From an optimization exercise on the open Yosys and OpenROAD flow, aimed at small area, a short achievable clock period and few clock cycles; shortcuts taken in it are not production practice.
No activity file was given, so power comes from the tool's default toggle rates.

Setup of run H:
==> flow/design.v <==
`timescale 1ns / 1ps
module projectCPU2020(
  clk,
  rst,
  wrEn,
  data_fromRAM,
  addr_toRAM,
  data_toRAM,
  PC,
  W
);
input clk, rst;
input wire [15:0] data_fromRAM;
output wire [15:0] data_toRAM;
output wire wrEn;
output wire [12:0] addr_toRAM;
output reg [12:0] PC;
output reg [15:0] W;
wire [15:0] D = data_fromRAM;
reg        dec, ind;
reg        pend;                   
reg  [2:0] inst;                   
wire       xAdd = pend & (inst == 3'd0);
wire       xNor = pend & (inst == 3'd1);
wire       xShf = pend & (inst == 3'd2);
wire       xGt  = pend & (inst == 3'd3);
wire       xSz  = pend & (inst == 3'd4);
wire       xLd  = pend & (inst == 3'd5);
wire       xJmp = pend & (inst == 3'd7);
wire       isSt = (inst == 3'd6);
wire       aZero = (D[12:0] == 13'd0);
wire       dZero = (D == 16'd0);
wire       opSt  = (D[15:13] == 3'd6);
reg  [12:0] pc1;
integer k;
always @(*)
  for (k = 0; k < 13; k = k + 1)
    pc1[k] = PC[k] ^ ((PC & ((13'd1 << k) - 13'd1)) == ((13'd1 << k) - 13'd1));
wire        useD = dec | ind | xJmp;
assign addr_toRAM = useD ? {D[12:2], D[1] | (dec & aZero), D[0]} : pc1;
assign wrEn       = (dec & opSt & ~aZero) | (ind & isSt);
assign data_toRAM = W;
wire        hi   = |D[15:6];
wire        left = hi | D[4];           
wire        rot  = hi | D[5];           
wire [3:0]  s    = D[3:0];
wire [3:0]  t    = {s[3] ^ (left & (s[0] | s[1] | s[2])),
                    s[2] ^ (left & (s[0] | s[1])),
                    s[1] ^ (left & s[0]),
                    s[0]};
wire [15:0] r0   = t[0] ? {W[0],     W[15:1]}  : W;
wire [15:0] r1   = t[1] ? {r0[1:0],  r0[15:2]} : r0;
wire [15:0] r2   = t[2] ? {r1[3:0],  r1[15:4]} : r1;
wire [15:0] rr   = t[3] ? {r2[7:0],  r2[15:8]} : r2;
wire [15:0] msk  = rot  ? 16'hFFFF :
                   left ? (16'hFFFF << s) : (16'hFFFF >> s);
wire [15:0] sh   = rr & msk;
wire [16:0] sum  = {1'b0, W ^ {16{xGt}}} + {1'b0, D} + {16'd0, xGt};
wire        gt   = ~sum[16];            
wire        sAdd  = pend & xAdd;
wire        sNor  = pend & xNor;
wire        sShf  = pend & xShf;
wire        sGt   = pend & xGt;
wire        sLd   = pend & xLd;
wire        sKeep = ~(sAdd | sNor | sShf | sGt | sLd);
wire [15:0] res   = ({16{sAdd}}  & sum[15:0]) |
                    ({16{sNor}}  & ~(W | D)) |
                    ({16{sShf}}  & sh) |
                    ({16{sGt}}   & {15'd0, gt}) |
                    ({16{sLd}}   & D) |
                    ({16{sKeep}} & W);
wire goInd = dec & aZero;
wire tk    = pend & xSz & dZero;      
always @(posedge clk) begin
  if (rst) begin
    dec  <= 1'b0;
    ind  <= 1'b0;
    pend <= 1'b0;
    PC   <= 13'h1FFF;    
    W    <= 16'd0;
  end else begin
    dec  <= ~dec & ~ind & ~tk;
    ind  <= goInd;
    if (dec)
      inst <= D[15:13];
    pend <= (dec & ~aZero & ~opSt) | (ind & ~isSt);
    if (~dec & ~ind)
      PC <= xJmp ? D[12:0] : pc1;    
    W <= res;
  end
end
endmodule
export LEC_CHECK = 0
export ABC_AREA = 1
export CAP_MARGIN = 20
export CORE_MARGIN = 2
export CORE_UTILIZATION = 40
export GPL_ROUTABILITY_DRIVEN = 0
export PLACE_DENSITY = 0.6
export SETUP_SLACK_MARGIN = 2.6
export SLEW_MARGIN = 20
export TNS_END_PERCENT = 0
create_clock -name core_clock -period 5.5 [get_ports {clk}]
standard.sh (not shown) runs the stock make flow with config.mk's settings and CLKGATE_MAP_FILE= SYNTH_SCRIPT=/design/flow/synth_recipe.tcl, a recipe that flattens the netlist after the stock synthesis.
==> flow/flow/run.sh <==
#!/bin/bash
# Standard ORFS layout; port buffers use buf_1 instead of the default pick.
set -euo pipefail
bash standard.sh "BUFFER_PORTS_ARGS=-buffer_cell sky130_fd_sc_hd__buf_1" finish > orfs_make.log 2>&1
Run H completed; timing, DRC and antenna clean
Here is what was changed in the inputs of run F compared with run H.
- changing PLACE_DENSITY from 0.6 to 0.75
- removing GPL_ROUTABILITY_DRIVEN (formerly 0)
==> comparison <==
- As of run F, design area had fallen by a few percent compared to run H.
- Taking run H as the reference, in run F design internal power went down; relative slew slack went down; global routing usage summed across all routing layers went down.
- Post-CTS setup buffer count is lower on run F
- Looking at met2 demand-to-capacity share in global routing, run F sits below run H.
- On run F: part of the power in the clock network is 0.6 points lower than what run H gave.
Function was not checked in any run of this note: the RTL went through the layout flow alone.

========
RTL: the design.v shown in full above, as it stands there.
==> flow/config.mk <==
export PLATFORM = sky130hd
export DESIGN_NAME = projectCPU2020
export DESIGN_NICKNAME = projectCPU2020
export VERILOG_FILES = /design/flow/design.v
export SDC_FILE = /design/flow/constraint.sdc
export NUM_CORES = 4
export LEC_CHECK = 0
export ABC_AREA = 1
export CAP_MARGIN = 20
export CORE_MARGIN = 2
export CORE_UTILIZATION = 40
export PLACE_DENSITY = 0.6
export SETUP_SLACK_MARGIN = 2.6
export SLEW_MARGIN = 20
export TNS_END_PERCENT = 0
==> flow/constraint.sdc <==
create_clock -name core_clock -period 5.5 [get_ports {clk}]
set_input_delay 1.1000 -clock core_clock [delete_from_list [all_inputs] [get_ports {clk}]]
set_output_delay 1.1000 -clock core_clock [all_outputs]
set_load 0.01 [all_outputs]
==> flow/flow/run.sh <==
#!/bin/bash
# Standard ORFS layout; port buffers use buf_1 instead of the default pick,
# and timing is repaired after global routing only (not after CTS).
set -euo pipefail
bash standard.sh "BUFFER_PORTS_ARGS=-buffer_cell sky130_fd_sc_hd__buf_1" \
  "SKIP_CTS_REPAIR_TIMING=1" finish > orfs_make.log 2>&1
Next try:
==> flow/flow/run.sh (replaced) <==
#!/bin/bash
# Standard ORFS layout; port buffers use buf_1 instead of the default pick,
# and clock tree synthesis adds no dummy loads.
set -euo pipefail
bash standard.sh "BUFFER_PORTS_ARGS=-buffer_cell sky130_fd_sc_hd__buf_1" \
  "CTS_ARGS=-sink_clustering_enable -repair_clock_nets -dont_use_dummy_load" \
  finish > orfs_make.log 2>&1
Effect:
- design area went down by 2.4%
- core utilization went down by 1.1 points
- non-clock buffer count shrinks by 6
- routed wire length stays flat
- sequential share of layout area goes up by 0.25 points
No functional check of the RTL was part of any run of this note.

## what the ideal ports hide
Ports are ideal in the flow. The routed layouts listed here were re-timed in OpenROAD. Step 1, drivers: a clkbuf_16 drives clk and a buf_2 each remaining input, both assumed. Step 2 moves the port delays by t, midway between the first and last clock arrival at a register: inputs arrive t later, outputs are due t later. That takes back most of the time a late clock gives input paths. a / b / c = no drivers / after step 1 / after step 2; a / b = the first two.
run	t (ns)	setup slack, ns	worst setup path after step 2	worst register clock-pin slew, ns	cell pins on the clock port's net
run H	0.341	2.322 / 2.271 / 2.022	input to register	0.09 / 0.09	1
run F	0.334	2.204 / 2.174 / 2.005	input to register	0.08 / 0.08	1
the first run of note 2	0.358	2.278 / 2.242 / 2.098	input to register	0.12 / 0.12	1
the second run of note 2	0.341	2.299 / 2.255 / 2.045	input to register	0.09 / 0.09	1
After both steps setup and hold are still met in every run listed. The setup slack of run H, which loses most, moves by -0.051 ns with the drivers and by -0.300 ns with both steps.
